What follows belongs to an exercise in optimizing a design on an open flow for small area, a short achievable clock period and few clock cycles per item; a production flow would make more cautious choices. No functional check of the RTL was part of any run shown here. Power is estimated from default activity; no workload was simulated.

<file path="flow/flow/run.sh">
#!/bin/bash
# The standard layout (the standard.sh, standard synthesis unchanged) with
# the port buffers made from the smallest buffer cell instead of the
# clock-delay buffer that buffer_ports picks by default.
set -euo pipefail
bash standard.sh BUFFER_PORTS_ARGS="-buffer_cell sky130_fd_sc_hd__buf_1" finish > make_finish.log 2>&1
</file>
<file path="flow/standard.sh">
#!/bin/bash
# synth_recipe.tcl (not shown) runs the flow's synth.tcl, then flattens the netlist and writes it again
# the make line also repeats each setting of config.mk as NAME=value (left out here)
make -C /OpenROAD-flow-scripts/flow DESIGN_CONFIG=/design/flow/config.mk WORK_HOME=/design/flow/orfs CLKGATE_MAP_FILE= SYNTH_SCRIPT=/design/flow/synth_recipe.tcl "${@:-finish}"
</file>
<file path="flow/config.mk">
export PLATFORM = sky130hd
export DESIGN_NAME = mat_ops_controller
export DESIGN_NICKNAME = mat_ops_controller
export VERILOG_FILES = /design/flow/design.v
export SDC_FILE = /design/flow/constraint.sdc
export NUM_CORES = 4
export LEC_CHECK = 0
export CAP_MARGIN = 20
export CORE_MARGIN = 2
export CORE_UTILIZATION = 40
export PLACE_DENSITY = 0.6
export SETUP_SLACK_MARGIN = 2.5
export SLEW_MARGIN = 20
</file>
<file path="flow/constraint.sdc">
create_clock -name core_clock -period 5.0 [get_ports {i_clk}]
set_input_delay 1.0000 -clock core_clock [delete_from_list [all_inputs] [get_ports {i_clk}]]
set_output_delay 1.0000 -clock core_clock [all_outputs]
set_load 0.01 [all_outputs]
</file>
<file path="flow/design.v">
`timescale 1ns / 1ns
module mat_ops_controller #(
	parameter DATA_LEN = 8,
	parameter N = 8,
	parameter ADDRESS_SIZE = 4
)
(
	input                         i_clk,
	input                         i_rstn,
	input   [DATA_LEN*N-1:0]      i_read_data_A,
	output  [ADDRESS_SIZE-1:0]    o_address_A,
	output                        o_wr_en_A,
	output  [DATA_LEN*N-1:0]      o_write_data_A,
	input   [DATA_LEN*N-1:0]      i_read_data_B,
	output  [ADDRESS_SIZE-1:0]    o_address_B,
	output                        o_wr_en_B,
	output  [DATA_LEN*N-1:0]      o_write_data_B,
	output                        o_done
);
	reg        idle;
	reg  [8:0] S;
	reg  [3:0] T;
	reg  [2:0] r;
	reg  [2:0] wrow;      
	wire start = (i_read_data_A[7:0] == 8'd1);
	wire go    = idle && start;
	wire r0    = (r == 3'd0);
	wire r7    = (r == 3'd7);
	wire [8:0] S_n;
	assign S_n[0] = go || (S[8] && !r7);
	assign S_n[1] = S[0];
	assign S_n[2] = S[1];
	assign S_n[3] = S[2] && !r0;
	assign S_n[4] = (S[2] && r0) || S[3];
	assign S_n[8:5] = S[7:4];
	wire [3:0] T_n = {T[2:0], S[8] && r7};
	wire       idle_n = (idle && !start) || T[3];
	wire [2:0] r_n    = S[8] ? r + 3'd1 : r;
	wire [2:0] wrow_n = S[8] ? r : wrow;
	wire       run_n  = |S_n;
	wire       wb_n   = S_n[3] || T_n[3];
	wire [2:0] k_n    = {S_n[5] | S_n[6] | S_n[7] | S_n[8],
	                     S_n[2] | S_n[4] | S_n[7] | S_n[8],
	                     S_n[1] | S_n[4] | S_n[6] | S_n[8]};
	reg  [3:0] addr_a;
	reg  [3:0] addr_b;
	reg        wr_b;
	reg        done;
	reg        v0;
	reg        f0;
	always @(posedge i_clk, negedge i_rstn) begin
		if (!i_rstn) begin
			idle   <= 1'b1;
			S      <= 9'd0;
			T      <= 4'd0;
			r      <= 3'd0;
			wrow   <= 3'd0;
			addr_a <= 4'd0;
			addr_b <= 4'd0;
			wr_b   <= 1'b0;
			done   <= 1'b0;
		end else begin
			idle   <= idle_n;
			S      <= S_n;
			T      <= T_n;
			r      <= r_n;
			wrow   <= wrow_n;
			addr_a <= {run_n, r_n};
			addr_b <= wb_n ? {1'b1, wrow_n} : {1'b0, k_n};
			wr_b   <= wb_n;
			done   <= T_n[3];
		end
	end
	wire [2:0] k0 = addr_b[2:0];
	always @(posedge i_clk) begin
		v0 <= run_n && !S_n[3];
		f0 <= S_n[0];
	end
	reg                  v1;
	reg  [2:0]           k1;
	reg                  f1;
	reg                  f2;
	reg  [11:0]          a2;       
	wire [7:0]           a1 = i_read_data_A[8*k1 +: 8];
	wire [11:0]          a1_enc;
	genvar m;
	generate
		for (m = 0; m < 4; m = m + 1) begin : BOOTH
			wire hi = a1[2*m+1];
			wire md = a1[2*m];
			wire lo = (m == 0) ? 1'b0 : a1[2*m-1];
			assign a1_enc[3*m]   = hi;
			assign a1_enc[3*m+1] = md ^ lo;
			assign a1_enc[3*m+2] = (hi & ~md & ~lo) | (~hi & md & lo);
		end
	endgenerate
	reg  [63:0]          b2;
	wire [63:0]          acc;
	always @(posedge i_clk) begin
		v1 <= v0;
		k1 <= k0;
		f1 <= f0;
		f2 <= f1;
		a2 <= v1 ? a1_enc : 12'd0;
		b2 <= i_read_data_B;
	end
	genvar j;
	generate
		for (j = 0; j < N; j = j + 1) begin : LANE
			mac_lane u_lane (
				.i_clk (i_clk),
				.a     (a2),
				.b     (b2[8*j +: 8]),
				.first (f2),
				.acc   (acc[8*j +: 8])
			);
		end
	endgenerate
	assign o_address_A    = addr_a;
	assign o_wr_en_A      = done;
	assign o_write_data_A = {(DATA_LEN*N){1'b0}};
	assign o_address_B    = addr_b;
	assign o_wr_en_B      = wr_b;
	assign o_write_data_B = acc;
	assign o_done         = done;
endmodule
module mac_lane (
	input            i_clk,
	input      [11:0] a,
	input      [7:0] b,
	input            first,
	output reg [7:0] acc
);
	reg              first_q;
	wire [14:0] d;
	reg  [14:0] q;
	wire neg0 = a[0];
	wire one0 = a[1];
	wire two0 = a[2];
	wire neg1 = a[3];
	wire one1 = a[4];
	wire two1 = a[5];
	wire neg2 = a[6];
	wire one2 = a[7];
	wire two2 = a[8];
	wire neg3 = a[9];
	wire one3 = a[10];
	wire two3 = a[11];
	wire t1;
	wire t2;
	wire t3;
	wire t4;
	wire t5;
	wire t6;
	wire t7;
	wire t8;
	wire t9;
	wire t10;
	wire t11;
	wire t12;
	wire t13;
	wire t14;
	wire t15;
	wire t16;
	wire t17;
	wire t18;
	wire t19;
	wire t20;
	wire t21;
	assign t1 = (((one0 & b[6]) | (two0 & b[5])) ^ neg0) ^ (((one1 & b[4]) | (two1 & b[3])) ^ neg1);
	assign t2 = (((one0 & b[6]) | (two0 & b[5])) ^ neg0) & (((one1 & b[4]) | (two1 & b[3])) ^ neg1);
	assign t3 = (((one0 & b[7]) | (two0 & b[6])) ^ neg0) ^ (((one1 & b[5]) | (two1 & b[4])) ^ neg1);
	assign t4 = (((one0 & b[4]) | (two0 & b[3])) ^ neg0) ^ (((one1 & b[2]) | (two1 & b[1])) ^ neg1);
	assign t5 = (((one0 & b[4]) | (two0 & b[3])) ^ neg0) & (((one1 & b[2]) | (two1 & b[1])) ^ neg1);
	assign t6 = (((one0 & b[5]) | (two0 & b[4])) ^ neg0) ^ (((one1 & b[3]) | (two1 & b[2])) ^ neg1);
	assign t7 = (((one0 & b[5]) | (two0 & b[4])) ^ neg0) & (((one1 & b[3]) | (two1 & b[2])) ^ neg1);
	assign t8 = t1 ^ (((one2 & b[2]) | (two2 & b[1])) ^ neg2) ^ (((one3 & b[0]) | (two3 & 1'b0)) ^ neg3);
	assign t9 = (t1 & (((one2 & b[2]) | (two2 & b[1])) ^ neg2)) | (t1 & (((one3 & b[0]) | (two3 & 1'b0)) ^ neg3)) | ((((one2 & b[2]) | (two2 & b[1])) ^ neg2) & (((one3 & b[0]) | (two3 & 1'b0)) ^ neg3));
	assign t10 = t2 ^ t3 ^ (((one2 & b[3]) | (two2 & b[2])) ^ neg2);
	assign t11 = (((one0 & b[2]) | (two0 & b[1])) ^ neg0) ^ (((one1 & b[0]) | (two1 & 1'b0)) ^ neg1);
	assign t12 = (((one0 & b[2]) | (two0 & b[1])) ^ neg0) & (((one1 & b[0]) | (two1 & 1'b0)) ^ neg1);
	assign t13 = (((one0 & b[3]) | (two0 & b[2])) ^ neg0) ^ (((one1 & b[1]) | (two1 & b[0])) ^ neg1);
	assign t14 = (((one0 & b[3]) | (two0 & b[2])) ^ neg0) & (((one1 & b[1]) | (two1 & b[0])) ^ neg1);
	assign t15 = t4 ^ (((one2 & b[0]) | (two2 & 1'b0)) ^ neg2) ^ neg2;
	assign t16 = (t4 & (((one2 & b[0]) | (two2 & 1'b0)) ^ neg2)) | (t4 & neg2) | ((((one2 & b[0]) | (two2 & 1'b0)) ^ neg2) & neg2);
	assign t17 = t5 ^ t6 ^ (((one2 & b[1]) | (two2 & b[0])) ^ neg2);
	assign t18 = (t5 & t6) | (t5 & (((one2 & b[1]) | (two2 & b[0])) ^ neg2)) | (t6 & (((one2 & b[1]) | (two2 & b[0])) ^ neg2));
	assign t19 = t7 ^ t8 ^ neg3;
	assign t20 = (t7 & t8) | (t7 & neg3) | (t8 & neg3);
	assign t21 = t9 ^ t10 ^ (((one3 & b[1]) | (two3 & b[0])) ^ neg3);
	assign d[0] = (((one0 & b[0]) | (two0 & 1'b0)) ^ neg0);
	assign d[1] = neg0;
	assign d[2] = (((one0 & b[1]) | (two0 & b[0])) ^ neg0);
	assign d[3] = t11;
	assign d[4] = neg1;
	assign d[5] = t12;
	assign d[6] = t13;
	assign d[7] = t14;
	assign d[8] = t15;
	assign d[9] = t16;
	assign d[10] = t17;
	assign d[11] = t18;
	assign d[12] = t19;
	assign d[13] = t20;
	assign d[14] = t21;
	always @(posedge i_clk) begin
		q       <= d;
		first_q <= first;
	end
	wire [7:0] g = first_q ? 8'd0 : acc;
	always @(posedge i_clk)
		acc <= g + {q[13] , q[11] , q[9] , q[7] , q[5] , q[3] , q[2] , q[0]} + {q[14] , q[12] , q[10] , q[8] , q[6] , q[4] , 1'b0 , q[1]};
endmodule
</file>
==> impl_metrics.json, run 1 <==
{
  "grt_pass1_wl_um": 55900,
  "pre_cts_slack_ns": 1.82,
  "grt-ovfl-total": 0,
  "synth_top_family_by_area": "adder cells",
  "final.setup.tns_ns": 0,
  "syn_area_per_cell_um2": 10.9,
  "r2r-end": "LANE[5].u_lane.acc[7]",
  "drive_above_1_share_pct": 12.0,
  "rows": 70,
  "synthAdderAreaFrac_pct": 19.2,
  "p_total_mw": 9.86,
  "port_buffers": 204,
  "design.die.area_mm2": 0.0386,
  "synthCells": 1365,
  "grt_setup_unrepaired": "yes",
  "antenna_found_initial": 0,
  "routed_wl_um": 36300,
  "relSlewSlack_pct": 41.5,
  "area_growth_pct": 18.0,
  "muxShareOfSynthArea_pct": 4.07,
  "cts_root_buf": "clkbuf_16",
  "max_freq_mhz": 405,
  "synth-seq-area-share_pct": 38.7,
  "worstRegToRegCells": 12,
  "dr.pass1.iters": 5,
  "cts_tree": "done",
  "use_met1_pct": 23.5,
  "hold_class": "reg2reg",
  "synth_xor_area_share_pct": 14.2,
  "hold_start": "v0",
  "met3_usage_pct": 3.41,
  "cts_buffer_depth": 3,
  "clkTransAtPathRegs_ns": 0.06,
  "crit_required_ns": 5.45,
  "grtUsageMet2_pct": 32.8,
  "ios": 269,
  "hold_ws_ns": 0.327,
  "hold_end": "v1",
  "synthTopCellsByArea": "dfxtp_1 34%, xnor2_1 13%, fa_1 11%, ha_1 8.4%, a22oi_1 6.5%",
  "cp_common_cell": "inv_1",
  "synth_area_leader_cell": "dfxtp_1",
  "timing.rr.start": "LANE[7].u_lane.first_q",
  "initial_core_util_pct": 40.6,
  "clock-sinks": 280,
  "clock_latency_ns": 0.57,
  "path_cells": "buf_6 > nand2b_1 > fa_1 > inv_1 > ha_2 > inv_1 > fa_2 > nor2b_2 > nor3_2 > o21bai_1 > a21oi_1 > xnor2_1",
  "synth_area_mm2": 0.0148,
  "synth_warnings": 2,
  "min_period_ns": 2.47,
  "finClkSkew_ns": 0.0125,
  "p_leak_nw": 7.37,
  "drtAntennaViolNets": 0,
  "remaining_drc_errors": 0,
  "path_class": "reg2reg",
  "status": "finished clean",
  "vias": 10100,
  "post-route-period-util_pct": 49.3,
  "wl_per_cell_um": 17.5,
  "first_iter_violations": 506,
  "synth-compound-area-share_pct": 9.79,
  "finalHoldViolations": 0,
  "tightest_slew_ns": 0.874,
  "irDropWorstVdd_uv": 330,
  "synth.ff_latch_count": 280,
  "pwr_density_cell_mw_per_mm2": 564,
  "numCtsBuffers": 31,
  "die_w_um": 197,
  "slowest_delay_ns": 0.38,
  "fp.dieH_um": 197,
  "crit_slowest_cell": "dfxtp_4",
  "first_global_vias": 10300,
  "dpl.hpwl_um": 24500,
  "cp-start-kind": "flip-flop",
  "rrSetupSlack_ns": 2.53,
  "final_nets": 1886,
  "maxSlewViolCount": 0,
  "antenna_cells": 0,
  "max-cap-violations": 0,
  "fin_ws_ns": 2.53,
  "yosys.area_share.simple_pct": 5.59,
  "busiest_layer": "met2",
  "synth_top_area_share_pct": 34.4,
  "hold_depth": 0,
  "gp_congestion": 0.833,
  "via_per_inst": 4.87,
  "synthDistinctLibCells": 42,
  "crit_fanout": 14,
  "h-tree-depth": 1,
  "core_area_mm2": 0.0365,
  "track_usage_pct": 18.6,
  "setup.worst_path.end_class": "flip-flop",
  "grt_max_degree": 26,
  "setup_violations": 0,
  "worstPathArrival_ns": 2.92
}
==> repair_timing <==
item,CTS,global route
gates cloned,1,0
setup buffers,20,10
setup endpoints to repair,63,30
pin swaps,3,30
hold buffers,0,0
resized for setup,23,42
==> per-stage QoR <==
step | instances | util [%] | cell area, µm²
after detailed placement | 1981 | 43.2 | 15800
after global routing | 2070 | 47.9 | 17500
after CTS | 2060 | 47.2 | 17200
after floorplan | 1428 | - | 15200
after global placement | 1981 | 43.2 | 15800
final | 2070 | 47.9 | 17500
==> registers in the layout, summed over array words and instances (netlist names), 3 cells and up <==
name and flops:
LANE.u_lane.acc 64, wrow 3, k1 3, LANE.u_lane.q 106
S 9, addr_a 4, T 4, b2 64
a2 12, addr_b 4
==> worst max-delay path by stage <==
stage / start / endpoint / cells past startpoint
finish: LANE[7].u_lane.first_q / LANE[5].u_lane.acc[7] / 12
floorplan: a2[1] / LANE[3].u_lane.q[12] / 10
global route: LANE[7].u_lane.first_q / LANE[5].u_lane.acc[7] / 12
CTS: LANE[7].u_lane.first_q / LANE[5].u_lane.acc[7] / 10
detailed placement: LANE[7].u_lane.first_q / LANE[0].u_lane.acc[7] / 11
global placement: LANE[7].u_lane.first_q / LANE[0].u_lane.acc[7] / 11
==> power by group <==
group | total (mW) | leakage (nW) | switching [mW] | internal [mW]
registers | 3.16 | 2.45 | 0.313 | 2.85
clock network | 2.44 | 0.549 | 0.944 | 1.49
logic | 4.26 | 4.37 | 2.15 | 2.11
==> cell usage in the layout, fill, tap and decap left out, drive strengths merged, types with 38 or more instances in the layout <==
cell type  instances
ha                99
buf              248
xnor2            220
fa                80
nand2             38
nor2b             46
conb              64
dfxtp            255
a22oi            128
inv              127
==> logic make-up after synthesis <==
family	after synthesis
and+or+nand+nor	160
xor gates and xnor gates	240
muxes	35
DFF	280
adders and majority gates	179
other	1
buffers and inverters	259
AOI/OAI and AO/OA	211
==> synthesized netlist by cell type, drive strengths merged <==
| library cell | instances |
|---|---|
| xor2 | 20 |
| fa | 80 |
| clkbuf | 42 |
| nand4 | 1 |
| inv | 127 |
| o31ai | 1 |
| nand3 | 3 |
| a21o | 10 |
| dfrtp | 24 |
| buf | 90 |
| mux4 | 16 |
| nand2 | 38 |
| dfxtp | 255 |
| a31o | 2 |
| and2 | 4 |
| conb | 1 |
| dfstp | 1 |
| xnor2 | 220 |
| mux2i | 5 |
| o21ai | 17 |
| a22oi | 128 |
| or3 | 1 |
| nor2b | 46 |
| nand2b | 27 |
| a21oi | 37 |
| ha | 99 |
| nor3 | 9 |
| nor2 | 26 |
| o21bai | 16 |
| nor4b | 1 |
| and3 | 1 |
| nor4 | 3 |
| mux2 | 14 |
==> critical path, delay by kind of cell (launching register included) <==
kind,cells,cell delay (ns)
AOI/OAI and AO/OA,2,0.24
xor gates and xnor gates,1,0.13
adders and majority gates,3,0.92
buffers and inverters,3,0.30
DFF,1,0.38
and+or+nand+nor,3,0.37
==> routing by layer <==
| metal | wire length (µm) | part of all wire, % | vias to the layer above |
|---|---|---|---|
| li1 | - | - | 4790 |
| met5 | 0 | 0 | - |
| met1 | 15200 | 42 | 4861 |
| met4 | 858 | 2.4 | 0 |
| met3 | 2350 | 6.5 | 57 |
| met2 | 17900 | 49 | 363 |
==> final cells by class <==
class / instances / area (µm²)
clock buffer: 37 / 830
clock inverter: 21 / 268
sequential: 280 / 5780
timing repair buffer: 248 / 1300
inverter: 127 / 484
tap: 468 / 586
fill: 3430 / 19000
multi-input combinational: 889 / 8250
==> run 2: changes to the inputs <==
--- a/flow/config.mk
+++ b/flow/config.mk
@@ -10,2 +10,3 @@
 export CORE_UTILIZATION = 40
+export CTS_BUF_LIST = sky130_fd_sc_hd__clkbuf_8
 export PLACE_DENSITY = 0.6
==> run 2 against run 1 <==
  * Wire length rose by 1.9%
  * Maximum frequency is 0.57% higher
  * Clock-buffer cell count rose by 30
  * Synthesized area is the same
  * Power down 1.0%
  * Still clean on timing, DRC and antenna
  * Synthesized cell count stayed put
  * Sequential power barely moved
  * Die area unchanged
  * Design area barely moved
  * Cell count increased by 1.4%
  * Non-clock buffer count increased by 2
  * Clock power shrank 8%
==> impl_metrics.json, run 2 <==
{
  "crit_slowest_cell": "dfxtp_4",
  "drtAntennaViolNets": 0,
  "finClkSkew_ns": 0.0190,
  "pwr_density_cell_mw_per_mm2": 558,
  "final_nets": 1906,
  "cts_root_buf": "clkbuf_8",
  "cp_top_family": "adder cells",
  "crit_fanout": 14,
  "timing.rr.start": "LANE[7].u_lane.first_q",
  "first_iter_violations": 460,
  "slowest_delay_ns": 0.40,
  "synthDistinctLibCells": 42,
  "synthFlopType": "dfxtp_1",
  "track_usage_pct": 19.0,
  "clock_latency_ns": 0.59,
  "pre_cts_slack_ns": 1.82,
  "worstRegToRegCells": 12,
  "cts_buffer_depth": 3,
  "p_total_mw": 9.76,
  "numCtsBuffers": 49,
  "largest_register_ffs": 106,
  "rrSetupSlack_ns": 2.55,
  "syn_area_per_cell_um2": 10.9,
  "clock-sinks": 280,
  "routed_wl_um": 37000,
  "irDropWorstVdd_uv": 214,
  "hold_buffers": 0,
  "post-route-period-util_pct": 49.1,
  "cp-start-kind": "flip-flop",
  "synth_area_mm2": 0.0148,
  "r2r-end": "LANE[5].u_lane.acc[7]",
  "max-cap-violations": 0,
  "vias": 10100,
  "synthAdderAreaFrac_pct": 19.2,
  "cp_common_cell": "inv_1",
  "grt_pass1_wl_um": 56600,
  "ios": 269,
  "h-tree-depth": 2,
  "synth_top_area_share_pct": 34.4,
  "finalHoldViolations": 0,
  "antenna_found_initial": 0,
  "relSlewSlack_pct": 39.6,
  "via_per_inst": 4.83,
  "synth_xor_area_share_pct": 14.2,
  "fin_util_pct": 47.9,
  "dpl.hpwl_um": 24500,
  "yosys.area_share.simple_pct": 5.59,
  "crit_required_ns": 5.47,
  "path_buf_inv": 3,
  "die_w_um": 197,
  "synth_commonest_cells": "255 x dfxtp_1, 219 x xnor2_1, 128 x a22oi_1",
  "tightest_slew_ns": 0.901,
  "gp_congestion": 0.833,
  "max_freq_mhz": 408,
  "fp.dieH_um": 197,
  "hold_class": "reg2reg",
  "setup_violations": 0,
  "layout_common_cells": "241 x dfxtp_1, 219 x xnor2_1, 204 x buf_1",
  "clkTransAtPathRegs_ns": 0.06,
  "port_buffers": 204,
  "reg.largest.list": "LANE.u_lane.q x106, LANE.u_lane.acc x64, b2 x64",
  "rows": 70,
  "fin_ws_ns": 2.55,
  "dr.pass1.iters": 5,
  "hold_ws_ns": 0.324,
  "place_area_mm2": 0.0158,
  "hold_start": "f1",
  "synth_edf_count": 0,
  "final_common_cell": "dfxtp_1",
  "min_period_ns": 2.45,
  "synth_area_leader_cell": "dfxtp_1",
  "final_cell_area_mm2": 0.0175,
  "core_area_mm2": 0.0365,
  "crit_cells": 12,
  "hold_depth": 0,
  "final.setup.tns_ns": 0,
  "antenna_cells": 0,
  "place_inst": 1981,
  "worstPathArrival_ns": 2.92,
  "area_growth_pct": 18.0,
  "synth.most_common_cell": "dfxtp_1",
  "status": "finished clean",
  "grt_setup_unrepaired": "yes",
  "grt_max_degree": 26,
  "grt-ovfl-total": 0,
  "remaining_drc_errors": 0,
  "top_register": "LANE.u_lane.q",
  "synth_top_family_by_area": "adder cells",
  "design.die.area_mm2": 0.0386,
  "drive_above_1_share_pct": 13.4,
  "final_cells": 2100,
  "synth.ff_latch_count": 280,
  "initial_core_util_pct": 40.6,
  "muxShareOfSynthArea_pct": 4.07,
  "maxSlewViolCount": 0,
  "cts_tree": "done",
  "synth-seq-area-share_pct": 38.7,
  "path_class": "reg2reg",
  "synth-compound-area-share_pct": 9.79,
  "hold_end": "f2",
  "path_cells": "buf_8 > nand2b_1 > fa_1 > inv_1 > ha_2 > inv_1 > fa_2 > nor2b_2 > nor3_2 > o21bai_1 > a21oi_1 > xnor2_1",
  "synthTopCellsByArea": "dfxtp_1 34%, xnor2_1 13%, fa_1 11%, ha_1 8.4%, a22oi_1 6.5%",
  "async_reset_ff_share_pct": 8.93,
  "setup.worst_path.end_class": "flip-flop",
  "p_leak_nw": 7.41,
  "synthCells": 1365,
  "first_global_vias": 10400,
  "synth_warnings": 2,
  "wl_per_cell_um": 17.6
}
## run 2: routing by layer
layer  global-route usage, %  vias to the layer above  part of all wire, %
met4                    6.26                        0                  2.3
met1                    23.4                     4891                   42
met3                    4.11                       71                  6.4
met2                    33.1                      343                   49
met5                       0                        -                    0
li1                        -                     4839                    -
## run 2: area by class of cell
type	count	area (µm²)
clock buffers	67	922
clock inverters	19	143
fillers	3449	19000
inverters	127	484
multi-input cells	889	8270
flip-flops and latches	280	5780
well taps	468	586
repair buffers	250	1320
## run 2: report_power, final
part | internal (mW) | switching (mW)
Clock | 1.29 | 0.954
Sequential | 2.85 | 0.315
Combinational | 2.16 | 2.19
Total | 6.30 | 3.46
## run 2: how the worst max path moves through the flow
stage,from,endpoint,slack [ns]
floorplan,a2[1],LANE[3].u_lane.q[12],2.47
global placement,LANE[7].u_lane.first_q,LANE[0].u_lane.acc[7],1.89
detailed placement,LANE[7].u_lane.first_q,LANE[0].u_lane.acc[7],1.82
CTS,LANE[7].u_lane.first_q,LANE[5].u_lane.acc[7],2.49
global route,LANE[7].u_lane.first_q,LANE[4].u_lane.acc[7],2.36
finish,LANE[7].u_lane.first_q,LANE[5].u_lane.acc[7],2.55
## run 2: repair_timing
action                                 4_1_cts  5_1_grt
cloned                                       1        1
setup endpoints to repair                   64       28
pin swaps                                    1       30
resized for setup                           26       38
setup buffers                               17       14
endpoints found under the hold margin        0        0
## run 2: cells by family (layout without fill, tap and decap cells)
kind of cell | Yosys count | after routing
flops | 280 | 280
fa+ha+maj | 179 | 179
xor+xnor | 240 | 240
other cells | 1 | 64
buf+inv | 259 | 463
compound gates | 211 | 211
simple gates | 160 | 160
mux | 35 | 35
==> run 3: changes to the inputs <==
--- a/flow/config.mk
+++ b/flow/config.mk
@@ -10,5 +10,4 @@
 export CORE_UTILIZATION = 40
-export CTS_BUF_LIST = sky130_fd_sc_hd__clkbuf_8
 export PLACE_DENSITY = 0.6
-export SETUP_SLACK_MARGIN = 2.5
+export SETUP_SLACK_MARGIN = 2.7
 export SLEW_MARGIN = 20
==> run 3 against run 2 <==
  * Still clean on timing, DRC and antenna
  * Utilization increased by 1.5 points
  * Synthesized area unchanged
  * Clock skew fell by 0.0080 ns
  * Combinational power grew 6.2%
  * Setup slack better by 0.016 ns
  * Critical path type unchanged
  * Highest routed layer is now met5
==> impl_metrics.json, run 3 <==
{
  "use_met1_pct": 24.2,
  "fin_ws_ns": 2.56,
  "design.die.area_mm2": 0.0386,
  "synth_top_area_share_pct": 34.4,
  "port_buffers": 204,
  "vias": 10100,
  "numCtsBuffers": 31,
  "dpl.hpwl_um": 24500,
  "pre_cts_slack_ns": 1.88,
  "die_w_um": 197,
  "setup_violations": 0,
  "power_frac_comb_pct": 45.9,
  "met3_usage_pct": 4.40,
  "h-tree-depth": 1,
  "synth.ff_latch_count": 280,
  "grtUsageMet2_pct": 33.1,
  "slowest_delay_ns": 0.49,
  "cp_top_family": "adder cells",
  "clock_latency_ns": 0.56,
  "track_usage_pct": 19.6,
  "min_period_ns": 2.44,
  "grt_pass1_wl_um": 58200,
  "syn_area_per_cell_um2": 10.9,
  "synth.most_common_cell": "dfxtp_1",
  "final_common_cell": "dfxtp_1",
  "clkTransAtPathRegs_ns": 0.06,
  "synthTopCellsByArea": "dfxtp_1 34%, xnor2_1 13%, fa_1 11%, ha_1 8.4%, a22oi_1 6.5%",
  "hold_class": "reg2reg",
  "fillers": 3294,
  "cts_tree": "done",
  "synth_edf_count": 0,
  "grt-ovfl-total": 0,
  "cts_root_buf": "clkbuf_16",
  "path_cells": "buf_12 > nand2b_4 > fa_1 > inv_2 > fa_2 > a21o_1 > a21oi_2 > o21bai_1 > a21oi_1 > xnor2_1",
  "irDropWorstVdd_uv": 255,
  "layout_common_cells": "240 x dfxtp_1, 217 x xnor2_1, 204 x buf_1",
  "busiest_layer": "met2",
  "first_global_vias": 10600,
  "swShare_pct": 35.2,
  "grt_setup_unrepaired": "yes",
  "dr.pass1.iters": 5,
  "final_nets": 1923,
  "setup.worst_path.end_class": "flip-flop",
  "p_seq_share_pct": 31.6,
  "worstPathArrival_ns": 2.92,
  "async_reset_ff_share_pct": 8.93,
  "synth_area_mm2": 0.0148,
  "first_iter_violations": 406,
  "finClkSkew_ns": 0.0110,
  "reg.largest.list": "LANE.u_lane.q x106, LANE.u_lane.acc x64, b2 x64",
  "hold_buffers": 0,
  "fp.dieH_um": 197,
  "cp-start-kind": "flip-flop",
  "ios": 269,
  "area_growth_pct": 21.7,
  "antenna_found_initial": 3,
  "path_class": "reg2reg",
  "synth_commonest_cells": "255 x dfxtp_1, 219 x xnor2_1, 128 x a22oi_1",
  "p_int_mw": 6.52,
  "core_area_mm2": 0.0365,
  "crit_fanout": 7,
  "cts_buffer_depth": 3,
  "maxSlewViolCount": 0,
  "remaining_drc_errors": 0,
  "synth-seq-area-share_pct": 38.7,
  "max-cap-violations": 0,
  "top_register": "LANE.u_lane.q",
  "synth_warnings": 2,
  "largest_register_ffs": 106,
  "gp_congestion": 0.789,
  "p_switching_mw": 3.54,
  "path_buf_inv": 2,
  "crit_slowest_cell": "fa_1",
  "synth_area_leader_cell": "dfxtp_1",
  "via_per_inst": 4.80,
  "pwr-share-clk_pct": 22.6,
  "final.setup.tns_ns": 0,
  "synthFlopType": "dfxtp_1",
  "initial_core_util_pct": 40.6,
  "finalHoldViolations": 0,
  "drtAntennaViolNets": 0,
  "clock-sinks": 280,
  "synthCells": 1365,
  "routed_wl_um": 37600,
  "drive_above_1_share_pct": 17.2,
  "wl_per_cell_um": 17.8,
  "p_leak_nw": 7.54,
  "grt_max_degree": 30,
  "rows": 70,
  "crit_required_ns": 5.49,
  "max_freq_mhz": 410,
  "tightest_slew_ns": 0.776,
  "status": "finished clean",
  "pwr_density_cell_mw_per_mm2": 558,
  "post-route-period-util_pct": 48.7,
  "synthDistinctLibCells": 42,
  "relSlewSlack_pct": 48.0
}
## run 3: changes by cell type in the layout (fill, tap and decap cells not counted), moves of 8 or more
| cell | change |
|---|---|
| ha_1 | -8 |
| a22oi_2 | +10 |
| a22oi_1 | -10 |
| buf_4 | +25 |
| clkbuf_8 | -65 |
| fa_1 | -9 |
| inv_2 | +12 |
| clkbuf_16 | +30 |
| ha_4 | +8 |
| inv_1 | -21 |
| fa_2 | +9 |
| buf_6 | +12 |
## run 3: path summary, 6_finish.rpt
| path | end | start | depth (start not counted) | slack (ns) |
|---|---|---|---|---|
| max | LANE[7].u_lane.acc[7] | LANE[7].u_lane.first_q | 10 | 2.56 |
| max reg2reg | LANE[7].u_lane.acc[7] | LANE[7].u_lane.first_q | 10 | 2.56 |
| min in group asynchronous | addr_a[2] | i_rstn | 2 | 0.41 |
| max in group asynchronous | idle | i_rstn | 2 | 4.29 |
| min reg2reg | LANE[7].u_lane.first_q | f2 | 0 | 0.33 |
| min | LANE[7].u_lane.first_q | f2 | 0 | 0.33 |
## run 3: power by group through the flow
stage | combinational (mW) | clock (mW) | sequential, mW
6_report | 4.62 | 2.27 | 3.18
5_1_grt | 5.22 | 2.43 | 3.25
4_1_cts | 4.39 | 2.33 | 3.19
3_5_place_dp | 4.15 | 0 | 3.23
3_3_place_gp | 4.04 | 0 | 3.24
2_1_floorplan | 3.23 | 0 | 3.26
## run 3: cells by family (layout without fill, tap and decap cells)
| logic type | Yosys count | count (layout) | share of synthesized area [%] |
|---|---|---|---|
| compound gates | 211 | 211 | 9.79 |
| xor+xnor | 240 | 240 | 14.2 |
| fa+ha+maj | 179 | 179 | 19.2 |
| buf+inv | 259 | 469 | 8.49 |
| flops | 280 | 280 | 38.7 |
| mux | 35 | 35 | 4.07 |
| other cells | 1 | 66 | 0.0253 |
| simple gates | 160 | 160 | 5.59 |
## run 3: timing repair
action / in CTS / in global routing
endpoints found under the setup margin: 94 / 40
buffers inserted: 57 / 8
pin swaps: 31 / 52
resized for setup: 63 / 42
gates cloned: 2 / 0
## run 3: area by class of cell
| type | count | area [µm²] | area share [%] |
|---|---|---|---|
| multi-input combinational | 889 | 8550 | 47.4 |
| sequential | 280 | 5780 | 32.0 |
| timing repair buffer | 285 | 1610 | 8.95 |
| clock buffer | 34 | 807 | 4.47 |
| tap | 468 | 586 | 3.25 |
| inverter | 127 | 484 | 2.68 |
| clock inverter | 23 | 216 | 1.20 |
| antenna | 2 | 5.00 | 0.0277 |
## run 3: through the flow
stage	instances	total power, mW	hold WS (ns)	util (%)	instance area, µm²
floorplan	1428	6.49	0.310	-	15400
global placement	1982	7.28	0.310	43.6	15900
detailed placement	1982	7.37	0.312	43.6	15900
CTS	2098	9.91	0.326	48.6	17800
global route	2106	10.9	0.331	49.4	18000
finish	2108	10.1	0.326	49.4	18000
## run 3: layer usage
layer	up-vias	part of all wire, %	routed length [µm]
met5	-	0.029	11
met4	2	3.4	1280
met3	76	7.0	2620
met2	352	48	17900
met1	4817	42	15800
li1	4873	-	-
==> run 4: changes to the inputs <==
--- a/flow/config.mk
+++ b/flow/config.mk
@@ -9,5 +9,5 @@
 export CORE_MARGIN = 2
-export CORE_UTILIZATION = 40
-export PLACE_DENSITY = 0.6
-export SETUP_SLACK_MARGIN = 2.7
+export CORE_UTILIZATION = 60
+export PLACE_DENSITY = 0.75
+export SETUP_SLACK_MARGIN = 2.5
 export SLEW_MARGIN = 20
==> run 4 against run 3 <==
  * Still clean on timing, DRC and antenna
  * Global-route usage increased by 6.7 points
  * Sequential cell count stayed put
  * Critical path type unchanged
  * Setup slack got worse by 0.074 ns
  * Synthesized area unchanged
  * Critical endpoint is now LANE[5].u_lane.acc[7]
==> impl_metrics.json, run 4 <==
{
  "status": "finished clean",
  "port_buffers": 204,
  "via_per_inst": 5.31,
  "synthFlopType": "dfxtp_1",
  "design.die.area_mm2": 0.0260,
  "hold_class": "reg2reg",
  "cp_common_cell": "inv_1",
  "worstPathArrival_ns": 2.93,
  "dr.pass1.iters": 5,
  "pwr_density_cell_mw_per_mm2": 573,
  "maxSlewViolCount": 0,
  "vias": 10300,
  "synth_top_area_share_pct": 34.4,
  "drtAntennaViolNets": 0,
  "synth_edf_count": 0,
  "min_period_ns": 2.51,
  "pwr-share-clk_pct": 24.0,
  "post-route-period-util_pct": 50.2,
  "first_iter_violations": 714,
  "cts_root_buf": "clkbuf_16",
  "largest_register_ffs": 106,
  "finClkSkew_ns": 0.0138,
  "cts_buffer_depth": 3,
  "top_register": "LANE.u_lane.q",
  "path_class": "reg2reg",
  "tightest_slew_ns": 0.859,
  "final.setup.tns_ns": 0,
  "power_frac_comb_pct": 44.0,
  "setup.worst_path.end_class": "flip-flop",
  "core_area_mm2": 0.0243,
  "initial_core_util_pct": 61.0,
  "grt_max_degree": 41,
  "finalHoldViolations": 0,
  "path_cells": "buf_12 > nand2b_1 > fa_1 > inv_1 > ha_1 > inv_1 > fa_2 > nor2b_2 > nor3_1 > o21bai_1 > a21oi_1 > xnor2_1",
  "layout_common_cells": "244 x dfxtp_1, 219 x xnor2_1, 204 x buf_1",
  "crit_slowest_cell": "dfxtp_4",
  "relSlewSlack_pct": 42.5,
  "setup_violations": 0,
  "cts_tree": "done",
  "synthCells": 1365,
  "track_usage_pct": 26.3,
  "p_switching_mw": 3.44,
  "p_leak_nw": 7.39,
  "slowest_delay_ns": 0.39,
  "rrSetupSlack_ns": 2.49,
  "clkTransAtPathRegs_ns": 0.06,
  "synth.ff_latch_count": 280,
  "cp-start-kind": "flip-flop",
  "clock-sinks": 280,
  "synthTopCellsByArea": "dfxtp_1 34%, xnor2_1 13%, fa_1 11%, ha_1 8.4%, a22oi_1 6.5%",
  "die_w_um": 161,
  "grt-ovfl-total": 0,
  "grt_pass1_wl_um": 53700,
  "synth-seq-area-share_pct": 38.7,
  "swShare_pct": 34.7,
  "antenna_found_initial": 0,
  "p_total_mw": 9.92,
  "synth_area_leader_cell": "dfxtp_1",
  "p_int_mw": 6.48,
  "final_nets": 1893,
  "synthDistinctLibCells": 42,
  "synth_commonest_cells": "255 x dfxtp_1, 219 x xnor2_1, 128 x a22oi_1",
  "p_seq_share_pct": 32.0,
  "max-cap-violations": 0,
  "first_global_vias": 10400,
  "gp_congestion": 0.899,
  "hold_buffers": 0,
  "ios": 269,
  "remaining_drc_errors": 0,
  "synth_warnings": 2,
  "irDropWorstVdd_uv": 381,
  "h-tree-depth": 1,
  "synth_area_mm2": 0.0148,
  "synth.most_common_cell": "dfxtp_1",
  "drive_above_1_share_pct": 11.9,
  "area_growth_pct": 16.8,
  "final_common_cell": "dfxtp_1",
  "fp.dieH_um": 161,
  "clock_latency_ns": 0.54,
  "max_freq_mhz": 398,
  "crit_required_ns": 5.42,
  "async_reset_ff_share_pct": 8.93,
  "wl_per_cell_um": 18.0,
  "reg.largest.list": "LANE.u_lane.q x106, LANE.u_lane.acc x64, b2 x64",
  "crit_fanout": 21,
  "numCtsBuffers": 28,
  "syn_area_per_cell_um2": 10.9,
  "antenna_cells": 0,
  "rows": 57,
  "dpl.hpwl_um": 23200,
  "routed_wl_um": 34800,
  "grt_setup_unrepaired": "yes"
}
[run 4: path summary, 6_finish.rpt]
path                                         end              startpoint  depth (start not counted)
min reg2reg                                   f2                      f1                          0
max in group asynchronous                   idle                  i_rstn                          2
max reg2reg                LANE[5].u_lane.acc[7]  LANE[7].u_lane.first_q                         12
min in group asynchronous                wrow[0]                  i_rstn                          2
max                        LANE[5].u_lane.acc[7]  LANE[7].u_lane.first_q                         12
min                                           f2                      f1                          0
[run 4: through the flow]
stage	cell area [µm²]	hold WS (ns)	setup WS, ns	util, %	instances
2_1_floorplan	15200	0.310	2.47	-	1428
3_3_place_gp	15600	0.312	2.01	64.2	1839
3_5_place_dp	15600	0.312	1.84	64.2	1839
4_1_cts	17000	0.322	2.46	69.9	1913
5_1_grt	17300	0.330	2.41	71.2	1929
6_report	17300	0.320	2.49	71.2	1929
[run 4: timing repair]
action | in CTS | in global routing
pin swaps | 1 | 22
resized for setup | 23 | 44
endpoints found under the hold margin | 0 | 0
setup endpoints to repair | 66 | 28
cloned | 0 | 1
setup buffers | 23 | 15
[run 4: logic make-up after synthesis]
group | count (synthesis) | share of synthesized area, %
compound gates | 211 | 9.79
other cells | 1 | 0.0253
buf+inv | 259 | 8.49
fa+ha+maj | 179 | 19.2
flops | 280 | 38.7
xor+xnor | 240 | 14.2
simple gates | 160 | 5.59
mux | 35 | 4.07
[run 4: cell type report]
cell class | count | area (µm²)
timing repair buffer | 258 | 1350
fill | 1791 | 7000
clock inverter | 9 | 198
tap | 324 | 405
multi-input combinational | 889 | 8240
inverter | 127 | 484
sequential | 280 | 5770
clock buffer | 42 | 876
[run 4: per-layer routing]
layer  global-route usage [%]  routed length, µm
met2                     47.8              17800
met5                        0                  0
met4                     10.6               1570
met1                     31.1              13400
met3                     3.93               2110
[run 4: critical path: cells and delay by family, from the launching register on]
kind / cells / cell delay (ns)
AOI/OAI and AO/OA: 2 / 0.24
xor gates and xnor gates: 1 / 0.13
adders and majority gates: 3 / 0.92
buffers and inverters: 3 / 0.29
DFF: 1 / 0.39
and+or+nand+nor: 3 / 0.41
[run 4: power by group through the flow]
stage / registers, mW / clock network (mW) / logic [mW]
2_1_floorplan: 3.26 / 0 / 3.10
3_3_place_gp: 3.22 / 0 / 3.85
3_5_place_dp: 3.23 / 0 / 4.03
4_1_cts: 3.18 / 2.41 / 4.16
5_1_grt: 3.24 / 2.52 / 4.93
6_report: 3.18 / 2.39 / 4.36
==> run 5: changes to the inputs <==
--- a/flow/config.mk
+++ b/flow/config.mk
@@ -9,4 +9,7 @@
 export CORE_MARGIN = 2
-export CORE_UTILIZATION = 60
-export PLACE_DENSITY = 0.75
+export CORE_UTILIZATION = 40
+export CTS_BUF_LIST = sky130_fd_sc_hd__clkbuf_4 sky130_fd_sc_hd__clkbuf_8 sky130_fd_sc_hd__clkbuf_16
+export CTS_CLUSTER_DIAMETER = 60
+export CTS_CLUSTER_SIZE = 30
+export PLACE_DENSITY = 0.6
 export SETUP_SLACK_MARGIN = 2.5
==> run 5 against run 4 <==
  * Largest power group unchanged
  * Via count fell by 2.5%
  * Synthesized cell count is the same
  * Critical path depth stayed put
  * Power is 2.0% lower
  * Highest routed layer unchanged
  * Sequential cell count unchanged
==> impl_metrics.json, run 5 <==
{
  "status": "finished clean",
  "async_reset_ff_share_pct": 8.93,
  "rows": 70,
  "relSlewSlack_pct": 43.0,
  "setup.worst_path.end_class": "flip-flop",
  "synthCells": 1365,
  "hold_start": "f2",
  "design.die.area_mm2": 0.0386,
  "max-cap-violations": 0,
  "synth.most_common_cell": "dfxtp_1",
  "cts_tree": "done",
  "dpl.hpwl_um": 24500,
  "synth_top_area_share_pct": 34.4,
  "place_inst": 1981,
  "synth.ff_latch_count": 280,
  "timing.rr.start": "LANE[7].u_lane.first_q",
  "hold_class": "reg2reg",
  "use_met1_pct": 23.5,
  "first_iter_violations": 560,
  "synthFlopType": "dfxtp_1",
  "h-tree-depth": 1,
  "cp_common_cell": "inv_1",
  "p_leak_nw": 7.28,
  "finClkSkew_ns": 0.0150,
  "maxSlewViolCount": 0,
  "synth_warnings": 2,
  "r2r-end": "LANE[5].u_lane.acc[7]",
  "routed_wl_um": 36100,
  "cts_buffer_depth": 3,
  "synth_area_mm2": 0.0148,
  "synthTopCellsByArea": "dfxtp_1 34%, xnor2_1 13%, fa_1 11%, ha_1 8.4%, a22oi_1 6.5%",
  "ios": 269,
  "area_growth_pct": 17.2,
  "crit_slowest_cell": "dfxtp_4",
  "p_total_mw": 9.72,
  "worstPathArrival_ns": 2.90,
  "met3_usage_pct": 2.99,
  "cp-start-kind": "flip-flop",
  "min_period_ns": 2.45,
  "synth_area_leader_cell": "dfxtp_1",
  "antenna_found_initial": 0,
  "grt_pass1_wl_um": 55900,
  "rrSetupSlack_ns": 2.55,
  "final_cells": 2059,
  "initial_core_util_pct": 40.6,
  "layout_common_cells": "241 x dfxtp_1, 219 x xnor2_1, 204 x buf_1",
  "syn_area_per_cell_um2": 10.9,
  "core_area_mm2": 0.0365,
  "synth_commonest_cells": "255 x dfxtp_1, 219 x xnor2_1, 128 x a22oi_1",
  "worstRegToRegCells": 12,
  "clock-sinks": 280,
  "remaining_drc_errors": 0,
  "hold_buffers": 0,
  "grt_setup_unrepaired": "yes",
  "final.setup.tns_ns": 0,
  "reg.largest.list": "LANE.u_lane.q x106, LANE.u_lane.acc x64, b2 x64",
  "final_nets": 1878,
  "clock_latency_ns": 0.56,
  "drtAntennaViolNets": 0,
  "finalHoldViolations": 0,
  "path_class": "reg2reg",
  "post-route-period-util_pct": 49.1,
  "crit_fanout": 14,
  "pwr_density_cell_mw_per_mm2": 559,
  "max_freq_mhz": 408,
  "fillers": 3441,
  "vias": 9990,
  "dr.pass1.iters": 5,
  "gp_congestion": 0.833,
  "track_usage_pct": 18.6,
  "port_buffers": 204,
  "crit_end": "LANE[5].u_lane.acc[7]",
  "tightest_slew_ns": 0.850,
  "busiest_layer": "met2",
  "grt_max_degree": 26,
  "crit_path_start": "LANE[7].u_lane.first_q",
  "slowest_delay_ns": 0.38,
  "top_register": "LANE.u_lane.q",
  "first_global_vias": 10200,
  "via_per_inst": 4.85,
  "die_w_um": 197,
  "synth-seq-area-share_pct": 38.7,
  "fp.dieH_um": 197,
  "antenna_cells": 0,
  "final_common_cell": "dfxtp_1",
  "wl_per_cell_um": 17.5,
  "drive_above_1_share_pct": 11.8,
  "crit_required_ns": 5.45,
  "path_cells": "buf_12 > nand2b_4 > fa_1 > inv_1 > ha_2 > inv_1 > fa_2 > nor2b_2 > nor3_1 > o21bai_1 > a21oi_1 > xnor2_1",
  "multi_input_area_mm2": 0.00827,
  "irDropWorstVdd_uv": 236,
  "numCtsBuffers": 28,
  "synth_edf_count": 0,
  "seq_area_mm2": 0.00578,
  "grtUsageMet2_pct": 32.9,
  "grt-ovfl-total": 0,
  "clkTransAtPathRegs_ns": 0.07,
  "synthDistinctLibCells": 42,
  "largest_register_ffs": 106,
  "setup_violations": 0,
  "cts_root_buf": "clkbuf_16"
}
run 5: changes by cell type in the layout (fill, tap and decap cells not counted), moves of 3 or more:
cell       change
clkinv_8       +3
a22oi_2        -4
clkbuf_1       -4
buf_4         -15
nand2b_4       +3
bufinv_16      -4
inv_12         +6
inv_6          +3
nand2b_1       -3
dfxtp_1        -3
dfxtp_4        +3
clkbuf_8       -7
a22oi_1        +4
run 5: what timing repair did:
action	4_1_cts	5_1_grt
setup endpoints to repair	64	31
pin swaps	1	26
setup buffers	17	8
resized for setup	19	47
cloned	1	0
run 5: power breakdown:
| group | switching [mW] | internal [mW] |
|---|---|---|
| Sequential | 0.316 | 2.85 |
| Clock | 1.04 | 1.25 |
| Combinational | 2.17 | 2.10 |
run 5: area by class of cell:
cell class,instances,area share (%)
clock buffers,31,4.30
clock inverters,21,1.63
well taps,468,3.37
inverters,127,2.79
multi-input cells,889,47.6
repair buffers,243,7.10
flip-flops and latches,280,33.2
run 5: how the worst min path moves through the flow:
| stage | endpoint | cells after the start |
|---|---|---|
| floorplan | LANE[7].u_lane.first_q | 0 |
| global placement | f2 | 0 |
| detailed placement | v1 | 0 |
| CTS | LANE[7].u_lane.first_q | 0 |
| global route | LANE[7].u_lane.first_q | 0 |
| finish | LANE[7].u_lane.first_q | 0 |
run 5: routing by layer:
| layer | share of wire, % | routed length (µm) | vias to the layer above |
|---|---|---|---|
| met3 | 6.3 | 2260 | 61 |
| li1 | - | - | 4773 |
| met2 | 49 | 17700 | 323 |
| met4 | 2.1 | 765 | 0 |
| met5 | 0 | 0 | - |
| met1 | 43 | 15400 | 4833 |
run 5: stage by stage:
| stage | instance area (µm²) | hold WS (ns) | setup WS, ns | utilization (%) |
|---|---|---|---|---|
| 6_report | 17400 | 0.330 | 2.55 | 47.6 |
| 2_1_floorplan | 15200 | 0.310 | 2.47 | - |
| 5_1_grt | 17400 | 0.340 | 2.37 | 47.6 |
| 3_5_place_dp | 15800 | 0.315 | 1.82 | 43.2 |
| 4_1_cts | 17100 | 0.331 | 2.50 | 46.9 |
| 3_3_place_gp | 15800 | 0.311 | 1.89 | 43.2 |
run 5: critical path: cells and delay by family (launching register included):
family | cells | cell delay [ns]
xor gates and xnor gates | 1 | 0.13
and+or+nand+nor | 3 | 0.34
adders and majority gates | 3 | 0.90
AOI/OAI and AO/OA | 2 | 0.27
DFF | 1 | 0.38
buffers and inverters | 3 | 0.30
run 5: cells by family after synthesis:
family | synth area share (%)
DFF | 38.7
adders and majority gates | 19.2
xor gates and xnor gates | 14.2
and+or+nand+nor | 5.59
buffers and inverters | 8.49
muxes | 4.07
other | 0.0253
AOI/OAI and AO/OA | 9.79
==> run 6: changes to the inputs <==
--- a/flow/flow/run.sh
+++ b/flow/flow/run.sh
@@ -5,2 +5,2 @@
 set -euo pipefail
-bash standard.sh BUFFER_PORTS_ARGS="-buffer_cell sky130_fd_sc_hd__buf_1" finish > make_finish.log 2>&1
+bash standard.sh BUFFER_PORTS_ARGS="-buffer_cell sky130_fd_sc_hd__buf_1" RECOVER_POWER=100 finish > make_finish.log 2>&1
--- a/flow/config.mk
+++ b/flow/config.mk
@@ -10,5 +10,2 @@
 export CORE_UTILIZATION = 40
-export CTS_BUF_LIST = sky130_fd_sc_hd__clkbuf_4 sky130_fd_sc_hd__clkbuf_8 sky130_fd_sc_hd__clkbuf_16
-export CTS_CLUSTER_DIAMETER = 60
-export CTS_CLUSTER_SIZE = 30
 export PLACE_DENSITY = 0.6
==> run 6 against run 5 <==
  * Still clean on timing, DRC and antenna
  * Clock-buffer cell count is 6 higher
  * Non-clock buffer count up 5
  * Clock power grew 6%
  * Power fell by 0.57%
  * Utilization fell by 0.30 points
  * Via count grew 0.52%
  * Highest routed layer unchanged
  * Cell count rose by 0.53%
  * Sequential power is essentially flat
==> impl_metrics.json, run 6 <==
{
  "synth_top_area_share_pct": 34.4,
  "synth_area_mm2": 0.0148,
  "via_per_inst": 4.85,
  "antenna_cells": 0,
  "synth.most_common_cell": "dfxtp_1",
  "fp.dieH_um": 197,
  "first_iter_violations": 532,
  "port_buffers": 204,
  "grt_max_degree": 26,
  "path_class": "reg2reg",
  "first_global_vias": 10300,
  "path_buf_inv": 2,
  "timing.rr.start": "LANE[7].u_lane.first_q",
  "setup_violations": 0,
  "synth_area_leader_cell": "dfxtp_1",
  "clkTransAtPathRegs_ns": 0.06,
  "initial_core_util_pct": 40.6,
  "crit_slowest_cell": "clkbuf_1",
  "hold_end": "v1",
  "irDropWorstVdd_uv": 328,
  "clock_latency_ns": 0.57,
  "core_area_mm2": 0.0365,
  "grtUsageMet2_pct": 32.8,
  "drtAntennaViolNets": 0,
  "antenna_found_initial": 0,
  "cp_top_family": "buffers and inverters",
  "final.setup.tns_ns": 0,
  "finClkSkew_ns": 0.0125,
  "synthCells": 1365,
  "design.die.area_mm2": 0.0386,
  "use_met1_pct": 23.5,
  "cts_root_buf": "clkbuf_16",
  "routed_wl_um": 36200,
  "tightest_slew_ns": 1.31,
  "die_w_um": 197,
  "hold_depth": 0,
  "final_common_cell": "dfxtp_1",
  "status": "finished clean",
  "dr.pass1.iters": 6,
  "p_leak_nw": 7.32,
  "post-route-period-util_pct": 62.7,
  "synthDistinctLibCells": 42,
  "hold_start": "v0",
  "h-tree-depth": 1,
  "gp_congestion": 0.833,
  "met3_usage_pct": 3.41,
  "rrSetupSlack_ns": 1.87,
  "grt_setup_unrepaired": "yes",
  "fin_util_pct": 47.3,
  "async_reset_ff_share_pct": 8.93,
  "cts_tree": "done",
  "final_nets": 1886,
  "cp-start-kind": "flip-flop",
  "crit_fanout": 17,
  "cts_buffer_depth": 3,
  "syn_area_per_cell_um2": 10.9,
  "area_growth_pct": 16.5,
  "synth.ff_latch_count": 280,
  "reg.largest.list": "LANE.u_lane.q x106, LANE.u_lane.acc x64, b2 x64",
  "hold_class": "reg2reg",
  "cp_common_cell": "nor2b_2",
  "max-cap-violations": 0,
  "max_freq_mhz": 319,
  "synth_warnings": 2,
  "remaining_drc_errors": 0,
  "pwr_density_cell_mw_per_mm2": 560,
  "finalHoldViolations": 0,
  "final_cells": 2070,
  "vias": 10000,
  "place_inst": 1981,
  "hold_buffers": 0,
  "synthFlopType": "dfxtp_1",
  "grt_pass1_wl_um": 55900,
  "synth_edf_count": 0,
  "ios": 269,
  "top_register": "LANE.u_lane.q",
  "numCtsBuffers": 31,
  "path_cells": "clkbuf_1 > buf_4 > nor2b_2 > fa_1 > ha_1 > nor2b_2 > nor3_1 > o21bai_1 > a21oi_1 > xnor2_1",
  "wl_per_cell_um": 17.5,
  "clock-sinks": 280,
  "grt-ovfl-total": 0,
  "min_period_ns": 3.13,
  "rows": 70,
  "relSlewSlack_pct": 12.4,
  "synth-seq-area-share_pct": 38.7,
  "slowest_delay_ns": 0.77,
  "synth_commonest_cells": "255 x dfxtp_1, 219 x xnor2_1, 128 x a22oi_1",
  "crit_required_ns": 5.46,
  "maxSlewViolCount": 0,
  "dpl.hpwl_um": 24500,
  "track_usage_pct": 18.6,
  "drive_above_1_share_pct": 8.80,
  "layout_common_cells": "245 x dfxtp_1, 219 x xnor2_1, 203 x buf_1",
  "setup.worst_path.end_class": "flip-flop",
  "r2r-end": "LANE[0].u_lane.acc[7]",
  "largest_register_ffs": 106,
  "busiest_layer": "met2",
  "worstRegToRegCells": 10,
  "worstPathArrival_ns": 3.59,
  "synthTopCellsByArea": "dfxtp_1 34%, xnor2_1 13%, fa_1 11%, ha_1 8.4%, a22oi_1 6.5%"
}
==> run 6: cell counts after synthesis <==
Identical to the previous run, type by type.
==> run 6: cells by family (layout without fill, tap and decap cells) <==
logic type               after synthesis  in the layout  synth area share (%)
AND/OR/NAND/NOR                      160            160                  5.59
AO/OA/AOI/OAI                        211            211                  9.79
other                                  1             64                0.0253
adder cells (fa/ha/maj)              179            179                  19.2
buffers and inverters                259            433                  8.49
XOR/XNOR                             240            240                  14.2
flip-flops                           280            280                  38.7
multiplexers                          35             35                  4.07
==> run 6: worst register-to-register path, stage by stage (launching register included) <==
cell      delay [ns]
dfxtp_1         0.42
clkbuf_1        0.77
buf_4           0.26
nor2b_2         0.04
fa_1            0.44
ha_1            0.32
nor2b_2         0.17
nor3_1          0.20
o21bai_1        0.12
a21oi_1         0.19
xnor2_1         0.09
==> run 6: where the power goes <==
group / total (mW) / switching, mW / internal (mW)
Combinational: 4.07 / 2.05 / 2.01
Clock: 2.44 / 0.943 / 1.49
Sequential: 3.16 / 0.310 / 2.85
==> run 6: worst max-delay path by stage <==
stage	startpoint	endpoint	slack (ns)	depth (start not counted)
floorplan	a2[1]	LANE[3].u_lane.q[12]	2.47	10
global placement	LANE[7].u_lane.first_q	LANE[0].u_lane.acc[7]	1.89	11
detailed placement	LANE[7].u_lane.first_q	LANE[0].u_lane.acc[7]	1.82	11
CTS	LANE[7].u_lane.first_q	LANE[5].u_lane.acc[7]	2.50	10
global route	LANE[7].u_lane.first_q	LANE[0].u_lane.acc[7]	1.58	11
finish	LANE[7].u_lane.first_q	LANE[0].u_lane.acc[7]	1.87	10
==> run 6: stage by stage <==
step	worst slack (ns)	power (mW)	hold slack [ns]	instance area, µm²
3_3_place_gp	1.89	7.13	0.311	15800
5_1_grt	1.58	10.5	0.331	17300
4_1_cts	2.50	9.77	0.324	17200
3_5_place_dp	1.82	7.23	0.315	15800
2_1_floorplan	2.47	6.36	0.310	15200
6_report	1.87	9.66	0.327	17300
==> run 6: cell type report <==
cell class | instances | area, µm²
Clock buffer | 37 | 830
Multi-Input combinational cell | 889 | 8120
Tap cell | 468 | 586
Clock inverter | 21 | 268
Sequential cell | 280 | 5760
Timing Repair Buffer | 248 | 1220
Fill cell | 3471 | 19300
Inverter | 127 | 484
==> run 6: layer usage <==
layer | vias to the layer above | wire length [µm]
met5 | - | 0
met4 | 0 | 849
met3 | 59 | 2170
met2 | 341 | 17900
met1 | 4853 | 15300
li1 | 4789 | -
==> run 6: repair_timing <==
action	CTS	global route
endpoints found under the setup margin	63	30
gates resized for setup	23	42
gates cloned	1	0
setup buffers	20	10
pin swaps	3	30

==> what the ideal ports hide <==
Ports are ideal in the flow. The routed layouts listed here were re-timed in OpenROAD.
Step 1 assumes that a clkbuf_16 drives the clock port and a buf_2 every other input.
Step 2 moves the port delays by t, midway between the first and last clock arrival at a register: inputs arrive t later, outputs are due t later. That takes back most of the time a late clock gives input paths.
a / b / c = ideal ports / drivers / drivers and shift; a / b = the first two.
run	t, ns	setup WS [ns]	hold WS [ns]	worst slew at a driven data input, ns	cell pins on the clock port's net
run 1	0.613	2.533 / 2.533 / 2.463	0.327 / 0.327 / 0.327	0.05	1
run 2	0.629	2.547 / 2.547 / 2.485	0.324 / 0.324 / 0.324	0.06	1
run 3	0.607	2.563 / 2.563 / 2.446	0.326 / 0.326 / 0.326	0.08	1
run 4	0.585	2.490 / 2.490 / 2.488	0.320 / 0.320 / 0.320	0.04	1
run 5	0.603	2.547 / 2.547 / 2.478	0.330 / 0.330 / 0.330	0.06	1
run 6	0.613	1.867 / 1.867 / 1.867	0.327 / 0.327 / 0.327	0.05	1
After both steps every run listed still meets setup and hold. The setup slack of run 3, which loses most, moves by 0.000 ns with the drivers and by -0.117 ns with both steps.
